Context: an optimization exercise on an open-source flow, tuned for small area, a short achievable clock period and few clock cycles per item. The choices shown serve that exercise and are no tape-out recipe. In this exercise RTL edits were held to simulation tests only and were not proved equivalent to the original.

==> flow/design.v <==
`timescale 1ns / 1ps
module mod_add #(
    parameter WIDTH = 24
)(
    input  wire [WIDTH-1:0] a,
    input  wire [WIDTH-1:0] b,
    input  wire [WIDTH-1:0] q,
    output wire [WIDTH-1:0] res
);
    wire [WIDTH:0] sum;
    assign sum = a + b;
    assign res = (sum >= q) ? (sum - q) : sum[WIDTH-1:0];
endmodule
`timescale 1ns / 1ps
module mod_sub #(
    parameter WIDTH = 24
)(
    input  wire [WIDTH-1:0] a,
    input  wire [WIDTH-1:0] b,
    input  wire [WIDTH-1:0] q,
    output wire [WIDTH-1:0] res
);
    wire [WIDTH:0] sub_res;
    assign sub_res = (a >= b) ? (a - b) : (a + q - b);
    assign res = sub_res[WIDTH-1:0];
endmodule
`timescale 1ns / 1ps
(* use_dsp48="no" *)
module g1_rom(
    g1,
    mid,
    clk
);
    output reg [23:0] g1;
    input      [8:0]  mid;
    input             clk;
    reg [23:0] lut_val;
    always @(*) begin
        case(mid)
            9'd1:   lut_val = 24'd8380416; 
            9'd2:   lut_val = 24'd4808194;   
            9'd4:   lut_val = 24'd3765607; 
            9'd8:   lut_val = 24'd5178923;  
            9'd16:  lut_val = 24'd7778734; 
            9'd32:  lut_val = 24'd5010068; 
            9'd64:  lut_val = 24'd3602218; 
            9'd128: lut_val = 24'd3073009; 
            default: lut_val = 24'd1;
        endcase
    end
    always @(posedge clk) begin
        g1 <= lut_val;
    end
endmodule
`timescale 1ns / 1ps
module Barrett_reduce #(
    parameter WIDTH = 24
)(
    input  wire               clk,
    input  wire [2*WIDTH-1:0] prod,
    input  wire [WIDTH-1:0]   q,
    input  wire [WIDTH+1:0]   mu,
    output reg  [WIDTH-1:0]   res
);
    (* use_dsp = "yes" *) reg [3*WIDTH+1:0] r1_big_prod;
    reg [2*WIDTH-1:0] r1_prod;
    reg [WIDTH-1:0]   r1_q;
    always @(posedge clk) begin
        r1_big_prod <= prod * mu;
        r1_prod     <= prod;
        r1_q        <= q;
    end
    (* use_dsp = "yes" *) reg [WIDTH+2:0] r2_q_times_qhat;
    reg [WIDTH+2:0]   r2_prod_low;
    reg [WIDTH-1:0]   r2_q;
    wire [WIDTH+2:0] q_hat;
    assign q_hat = r1_big_prod >> 48; 
    always @(posedge clk) begin
        r2_q_times_qhat <= q_hat * r1_q;
        r2_prod_low     <= r1_prod[WIDTH+2:0]; 
        r2_q            <= r1_q;
    end
    wire [WIDTH+2:0] r_raw;
    wire [WIDTH+2:0] r_corr;
    wire [WIDTH-1:0] r_final;
    assign r_raw = r2_prod_low - r2_q_times_qhat;
    assign r_corr  = (r_raw >= r2_q) ? (r_raw - r2_q) : r_raw;
    assign r_final = (r_corr >= r2_q) ? (r_corr - r2_q) : r_corr[WIDTH-1:0];
    always @(posedge clk) begin
        res <= r_final;
    end
endmodule
`timescale 1ns / 1ps
module ntt_core #(
    parameter WIDTH = 24
)(
    input  wire          clk,
    input  wire          rst_n,
    input  wire          start,
    output reg           done,
    output reg  [7:0]    ram_addr_a,
    output reg           ram_we_a,
    output reg  [WIDTH-1:0] ram_wdata_a,
    input  wire [WIDTH-1:0] ram_rdata_a,
    output reg  [7:0]    ram_addr_b,
    output reg           ram_we_b,
    output reg  [WIDTH-1:0] ram_wdata_b,
    input  wire [WIDTH-1:0] ram_rdata_b
);
    localparam [WIDTH-1:0] Q = 24'd8380417;
    localparam [WIDTH-1:0] G = 24'd1753;
    localparam [25:0]      MU = 26'd33587228;
    localparam [2:0]       MUL_LATENCY = 3'd5;
    localparam S_IDLE           = 6'd0;
    localparam S_PRE_READ       = 6'd1;
    localparam S_PRE_READ_WAIT  = 6'd2;
    localparam S_PRE_MUL_DAT    = 6'd3;
    localparam S_PRE_WAIT_DAT   = 6'd4;
    localparam S_PRE_MUL_G      = 6'd5;
    localparam S_PRE_WAIT_G     = 6'd6;
    localparam S_BR_CHECK       = 6'd7;
    localparam S_BR_READ_AB     = 6'd8;
    localparam S_BR_WAIT_AB     = 6'd9;
    localparam S_BR_WRITE_AB    = 6'd10;
    localparam S_STAGE_INIT     = 6'd11;
    localparam S_STAGE_INIT_WAIT= 6'd12;
    localparam S_LOOP_I         = 6'd13;
    localparam S_LOOP_J         = 6'd14;
    localparam S_READ_UV        = 6'd15;
    localparam S_READ_UV_WAIT   = 6'd16;
    localparam S_CALC_MUL_REQ   = 6'd17;
    localparam S_CALC_MUL_WAIT  = 6'd18;
    localparam S_CALC_ADD       = 6'd19;
    localparam S_WRITE_UV       = 6'd20;
    localparam S_UPD_GK_REQ     = 6'd21;
    localparam S_UPD_GK_WAIT    = 6'd22;
    localparam S_DONE           = 6'd23;
    reg [5:0] state;
    reg [2:0] wait_cnt;
    reg [8:0] cnt;
    reg [WIDTH-1:0] g_pow;
    reg [7:0] idx_u, idx_rev;
    reg [8:0] mid;
    reg [8:0] i, j;
    reg [WIDTH-1:0] g1, gk;
    reg [WIDTH-1:0] val_u, val_v, prod_y, res_u, res_v;
    reg [WIDTH-1:0] pre_cal_data;
    wire [WIDTH-1:0] mod_add_out, mod_sub_out;
    mod_add #( .WIDTH(WIDTH) ) u_mod_add ( .a(val_u), .b(prod_y), .q(Q), .res(mod_add_out) );
    mod_sub #( .WIDTH(WIDTH) ) u_mod_sub ( .a(val_u), .b(prod_y), .q(Q), .res(mod_sub_out) );
    wire [WIDTH-1:0] g1_rom_out;
    g1_rom u_g1_rom ( .clk(clk), .mid(mid), .g1(g1_rom_out) );
    reg  [WIDTH-1:0] mul_op1, mul_op2;
    wire [WIDTH-1:0] mul_res;
    (* use_dsp = "yes" *) reg [47:0] prod_reg;
    always @(posedge clk) prod_reg <= mul_op1 * mul_op2;
    Barrett_reduce #( .WIDTH(WIDTH) ) u_barrett (
        .clk(clk), .prod(prod_reg), .q(Q), .mu(MU), .res(mul_res)
    );
    function [7:0] bit_reverse(input [7:0] in);
        integer k;
        begin
            for (k = 0; k < 8; k = k + 1) bit_reverse[k] = in[7-k];
        end
    endfunction
    always @(posedge clk or negedge rst_n) begin
        if (!rst_n) begin
            state <= S_IDLE;
            done <= 0;
            ram_we_a <= 0; ram_addr_a <= 0; ram_wdata_a <= 0;
            ram_we_b <= 0; ram_addr_b <= 0; ram_wdata_b <= 0;
            cnt <= 0; g_pow <= 1;
            mid <= 1; mul_op1 <= 0; mul_op2 <= 0;
            val_u <= 0; val_v <= 0;
        end else begin
            case (state)
                S_IDLE: begin
                    done <= 0;
                    ram_we_a <= 0; ram_we_b <= 0;
                    if (start) begin
                        cnt <= 0;
                        g_pow <= 24'd1; 
                        state <= S_PRE_READ;
                    end
                end
                S_PRE_READ: begin
                    ram_we_a <= 0;
                    ram_addr_a <= cnt[7:0];
                    state <= S_PRE_READ_WAIT;
                end
                S_PRE_READ_WAIT: begin
                    state <= S_PRE_MUL_DAT;
                end
                S_PRE_MUL_DAT: begin
                    mul_op1 <= ram_rdata_a;
                    mul_op2 <= g_pow; 
                    wait_cnt <= MUL_LATENCY;
                    state <= S_PRE_WAIT_DAT;
                end
                S_PRE_WAIT_DAT: begin
                    if (wait_cnt == 0) begin
                        pre_cal_data <= mul_res;
                        mul_op1 <= g_pow; mul_op2 <= G;
                        wait_cnt <= MUL_LATENCY;
                        state <= S_PRE_MUL_G;
                    end else wait_cnt <= wait_cnt - 1;
                end
                S_PRE_MUL_G: begin
                    ram_we_a <= 1;
                    ram_addr_a <= cnt[7:0];
                    ram_wdata_a <= pre_cal_data;
                    state <= S_PRE_WAIT_G;
                end
                S_PRE_WAIT_G: begin
                    ram_we_a <= 0;
                    if (wait_cnt == 0) begin
                        g_pow <= mul_res;
                        cnt <= cnt + 1;
                        if (cnt == 255) begin
                            cnt <= 0;
                            state <= S_BR_CHECK; 
                        end else state <= S_PRE_READ;
                    end else wait_cnt <= wait_cnt - 1;
                end
                S_BR_CHECK: begin
                    ram_we_a <= 0; ram_we_b <= 0;
                    if (cnt > 255) begin
                        mid <= 1;
                        state <= S_STAGE_INIT;
                    end else begin
                        idx_u = cnt[7:0];
                        idx_rev = bit_reverse(idx_u);
                        if (idx_u < idx_rev) begin
                            state <= S_BR_READ_AB;
                        end else begin
                            cnt <= cnt + 1;
                            state <= S_BR_CHECK;
                        end
                    end
                end
                S_BR_READ_AB: begin
                    ram_addr_a <= idx_u;
                    ram_addr_b <= idx_rev;
                    state <= S_BR_WAIT_AB;
                end
                S_BR_WAIT_AB: begin
                    state <= S_BR_WRITE_AB;
                end
                S_BR_WRITE_AB: begin
                    ram_we_a <= 1;
                    ram_addr_a <= idx_u;
                    ram_wdata_a <= ram_rdata_b;
                    ram_we_b <= 1;
                    ram_addr_b <= idx_rev;
                    ram_wdata_b <= ram_rdata_a;
                    cnt <= cnt + 1;
                    state <= S_BR_CHECK;
                end
                S_STAGE_INIT: begin
                    ram_we_a <= 0; ram_we_b <= 0;
                    if (mid < 256) state <= S_STAGE_INIT_WAIT;
                    else state <= S_DONE;
                end
                S_STAGE_INIT_WAIT: begin
                    g1 <= g1_rom_out;
                    i <= 0;
                    state <= S_LOOP_I;
                end
                S_LOOP_I: begin
                    if (i < 256) begin
                        gk <= 24'd1;
                        j <= 0; state <= S_LOOP_J;
                    end else begin
                        mid <= mid << 1;
                        state <= S_STAGE_INIT;
                    end
                end
                S_LOOP_J: begin
                    if (j < mid) state <= S_READ_UV;
                    else begin 
                        i <= i + (mid << 1); 
                        state <= S_LOOP_I;
                    end
                end
                S_READ_UV: begin
                    ram_addr_a <= i + j;
                    ram_addr_b <= i + j + mid;
                    state <= S_READ_UV_WAIT;
                end
                S_READ_UV_WAIT: begin
                    state <= S_CALC_MUL_REQ;
                end
                S_CALC_MUL_REQ: begin
                    val_u <= ram_rdata_a;
                    val_v <= ram_rdata_b;
                    mul_op1 <= ram_rdata_b; 
                    mul_op2 <= gk; 
                    wait_cnt <= MUL_LATENCY;
                    state <= S_CALC_MUL_WAIT;
                end
                S_CALC_MUL_WAIT: begin
                    if (wait_cnt == 0) begin
                        prod_y <= mul_res;
                        state <= S_CALC_ADD;
                    end else wait_cnt <= wait_cnt - 1;
                end
                S_CALC_ADD: begin
                    res_u <= mod_add_out;
                    res_v <= mod_sub_out;
                    state <= S_WRITE_UV;
                end
                S_WRITE_UV: begin
                    ram_we_a <= 1;
                    ram_addr_a <= i + j;
                    ram_wdata_a <= res_u;
                    ram_we_b <= 1;
                    ram_addr_b <= i + j + mid;
                    ram_wdata_b <= res_v;
                    state <= S_UPD_GK_REQ;
                end
                S_UPD_GK_REQ: begin
                    ram_we_a <= 0; ram_we_b <= 0;
                    mul_op1 <= gk; mul_op2 <= g1; 
                    wait_cnt <= MUL_LATENCY;
                    state <= S_UPD_GK_WAIT;
                end
                S_UPD_GK_WAIT: begin
                    if (wait_cnt == 0) begin
                        gk <= mul_res;
                        j <= j + 1;
                        state <= S_LOOP_J;
                    end else wait_cnt <= wait_cnt - 1;
                end
                S_DONE: begin
                    done <= 1;
                    if (start == 0) state <= S_IDLE;
                end
                default: state <= S_IDLE;
            endcase
        end
    end
endmodule
==> flow/run.sh <==
#!/bin/bash
# synth_recipe.tcl (not shown) runs the flow's synth.tcl, then flattens the netlist and writes it again
# the make line also repeats each setting of config.mk as NAME=value (left out here)
make -C /OpenROAD-flow-scripts/flow DESIGN_CONFIG=/design/flow/config.mk WORK_HOME=/design/flow/orfs CLKGATE_MAP_FILE= SYNTH_SCRIPT=/design/flow/synth_recipe.tcl finish
==> flow/config.mk <==
export PLATFORM = sky130hd
export DESIGN_NAME = ntt_core
export DESIGN_NICKNAME = ntt_core
export VERILOG_FILES = /design/flow/design.v
export SDC_FILE = /design/flow/constraint.sdc
export NUM_CORES = 4
export LEC_CHECK = 0
export CAP_MARGIN = 20
export CORE_MARGIN = 2
export CORE_UTILIZATION = 40
export PLACE_DENSITY = 0.6
export SLEW_MARGIN = 20
==> flow/constraint.sdc <==
create_clock -name core_clock -period 10.0 [get_ports {clk}]
set_input_delay 2.0000 -clock core_clock [delete_from_list [all_inputs] [get_ports {clk}]]
set_output_delay 2.0000 -clock core_clock [all_outputs]
set_load 0.01 [all_outputs]
==> impl_metrics.py <==
metrics = {
    "logic_synthesis": {
        "synth_nets": 6915,
        "seq_area_frac_synth_pct": 25.36,
        "yosysWarnings": 3,
        "dominantRegCellSynth": "dfxtp_1",
        "syn_area_per_cell_um2": 9.720,
        "async_flop_share_pct": 33.27,
        "synth_area_um2": 54570,
        "yosysUniqueCellTypes": 103,
        "syn_inst": 5614,
        "synth-edff-count": 171,
        "ys_ff_latch": 559,
    },
    "routing": {
        "vias": 39840,
        "avgViaCountPerCell": 5.337,
        "first_pass_iters": 8,
        "wl_um": 150300,
        "antenna_left": 0,
        "avgRoutedWirePerCell_um": 20.13,
        "drt_iter0_markers": 3077,
        "route.detailed.drc": 0,
    },
    "worst_setup_path": {
        "end_kind": "flip-flop",
        "crit_path_top_delay_cell": "dfrtp_1",
        "critPathRequiredTime_ns": 10.57,
        "max_stage_delay_ns": 1.06,
        "cp_max_fo": 25,
        "cp.arrival_ns": 9.17,
        "critPathMostFrequentCell": "fa_1",
        "crit_type": "reg2reg",
        "cp-start-kind": "flip-flop",
    },
    "placement": {
        "pre_cts_slack_ns": 1.443,
        "placed_area_um2": 57650,
        "gp_congestion": 0.8910,
        "port_buffers": 117,
        "dp_hpwl_um": 117600,
    },
    "final_layout": {
        "fin_nets": 6930,
        "drive_gt1_share_pct": 4.312,
        "fin_area_um2": 59990,
        "fillers": 12980,
        "area.growth.synth_to_final_pct": 9.933,
        "largest_register_ff_count": 48,
    },
    "clocking": {
        "numCtsBuffers": 67,
        "cts_buffer_depth": 3,
        "cts_resized": 0,
        "clock-sinks": 559,
        "cts_max_level": 3,
        "cts_root_buf": "clkbuf_16",
        "cts_tree": "yes",
        "ctsHoldBuffers": 0,
        "postCtsSetupRepairBufs": 0,
        "clock_latency_ns": 0.65,
        "clkTransAtPathRegs_ns": 0.07,
    },
    "global_route": {
        "grt_pass1_wl_um": 236500,
        "grtUsageTotal_pct": 21.78,
        "antenna_found_initial": 10,
        "grt_max_degree": 75,
        "grt_pass1_vias": 40500,
        "grt_overflow": 0,
    },
    "floorplanning": {
        "rows": 135,
        "core_region_area_um2": 135500,
        "io_pins": 118,
        "die_h_um": 373.4,
        "start_util_pct": 40.28,
        "dieArea_um2": 139400,
        "die_w_um": 373.4,
    },
    "timing": {
        "slew_headroom_pct": 26.28,
        "maxSlewViolCount": 0,
        "fin_ws_ns": 1.402,
        "hold_viol_final": 0,
        "rsz0062_at_grt": "no",
        "post-route-period-util_pct": 85.98,
        "tns_ns": 0,
        "min_period_ns": 8.598,
        "clock-skew-final_ns": 0.02544,
        "finalSetupViolCount": 0,
        "tightest_slew_ns": 1.096,
        "fmax_mhz": 116.3,
    },
    "min_path": {
        "hold_class": "reg2reg",
    },
    "outcome": {
        "status": "finished clean",
    },
    "flow_run": {
        "cap_viol_max_count": 0,
    },
}
## worst paths after layout
kind	cells after the start	from	slack (ns)	endpoint
hold / removal	0	u_barrett.r1_prod[24]	0.32	u_barrett.r2_prod_low[24]
hold reg to reg	0	u_barrett.r1_prod[24]	0.32	u_barrett.r2_prod_low[24]
setup / recovery	29	mul_op2[9]	1.40	prod_reg[45]
min in group asynchronous	1	rst_n	1.39	ram_wdata_b[4]
setup reg to reg	29	mul_op2[9]	1.40	prod_reg[45]
max in group asynchronous	3	rst_n	6.58	mul_op2[20]
## through the flow
stage | cells | hold WS, ns | utilization, %
after floorplan | 5614 | 0.3096 | -
after global placement | 7340 | 0.3111 | 42.55
after detailed placement | 7341 | 0.3121 | 42.56
after CTS | 7463 | 0.3256 | 44.27
after global routing | 7463 | 0.3316 | 44.28
final | 7465 | 0.3244 | 44.28
## cell families after synthesis
kind of cell    synth area share (%)
compound gates                 10.90
xor+xnor                       4.421
fa+ha+maj                      37.76
buf+inv                        7.736
flops                          25.36
mux                           0.2132
simple gates                   13.62
## per-layer routing
metal  wire [um]  vias to the layer above  GRT usage [%]
met5          65                        -              0
li1            -                    18400              -
met3       10450                      246          4.129
met1       66140                    20010          30.18
met4        4523                       11          6.241
met2       69080                     1167          34.69
## cell type report
class | instances | area [um2] | share of cell area, %
multi-input cells | 3935 | 36630 | 61.07
flip-flops and latches | 559 | 13840 | 23.06
inverters | 892 | 3348 | 5.582
well taps | 1781 | 2228 | 3.715
clock buffers | 84 | 1832 | 3.054
repair buffers | 174 | 1610 | 2.684
clock inverters | 38 | 495.5 | 0.8260
diodes | 2 | 5.005 | 0.008343
## cell usage in the layout, fill, tap and decap left out, types with 11 or more instances in the layout
cell type / n
inv_1: 890
fa_1: 661
ha_1: 589
nand2_1: 577
and2_1: 323
nor2_1: 250
a21oi_1: 208
dfxtp_1: 202
xnor2_1: 189
dfrtp_1: 184
edfxtp_1: 171
o21ai_0: 159
clkdlybuf4s50_1: 116
a21o_1: 80
xor2_1: 79
nor3_1: 72
clkbuf_16: 68
a31oi_1: 66
a22oi_1: 58
nand3_1: 57
buf_4: 56
a222oi_1: 40
o21bai_1: 38
nor2b_1: 36
a22o_1: 34
nand4_1: 30
nand2b_1: 29
or3_1: 26
and3_1: 25
o21a_1: 21
nor4_1: 20
o211ai_1: 18
o31ai_1: 15
a211oi_1: 14
or2_2: 11
## synth_stat cells (80+ instances only)
master,instances,share of area [%]
nand2_1,577,4.0
and2_1,323,3.7
ha_1,589,14
a21oi_1,210,1.9
xnor2_1,189,3.0
dfxtp_1,202,7.4
inv_1,890,6.1
fa_1,661,24
a21o_1,80,1.1
o21ai_0,159,1.5
dfrtp_1,184,8.4
clkbuf_1,202,1.4
edfxtp_1,171,9.4
nor2_1,253,1.7
## critical path, delay by kind of cell, from the launching register on
| kind | cells | cell delay (ns) |
|---|---|---|
| AO/OA/AOI/OAI | 13 | 2.93 |
| XOR/XNOR | 1 | 0.13 |
| adder cells (fa/ha/maj) | 8 | 3.87 |
| buffers and inverters | 5 | 0.26 |
| flip-flops | 1 | 1.06 |
| AND/OR/NAND/NOR | 2 | 0.26 |
Testbench counts, summed over its fixed seeds: cycles 592,992, transforms 24.

## what the ideal ports hide
The results above use ideal ports. As a check the final layout listed here was re-extracted and re-timed, cells and wires unchanged.
Step 1 assumes that a clkbuf_16 drives the clock port and a buf_2 every other input.
Step 2 times the ports against the registers' clock, not the clock port: input delays grow and output delays shrink by t, the midpoint of the rising clock arrivals with the driver on.
Slacks: ideal / step 1 / step 2; pairs: ideal / step 1.
t (ns): 0.712
slack for setup (ns): 1.402 / 1.402 / 1.402
hold WS [ns]: 0.324 / 0.324 / 0.324
slew at the worst register clock pin (ns): 0.07 / 0.07
After both steps this run still meets setup and hold. The setup slack of this run moves by 0.000 ns with the drivers and by 0.000 ns with both steps.
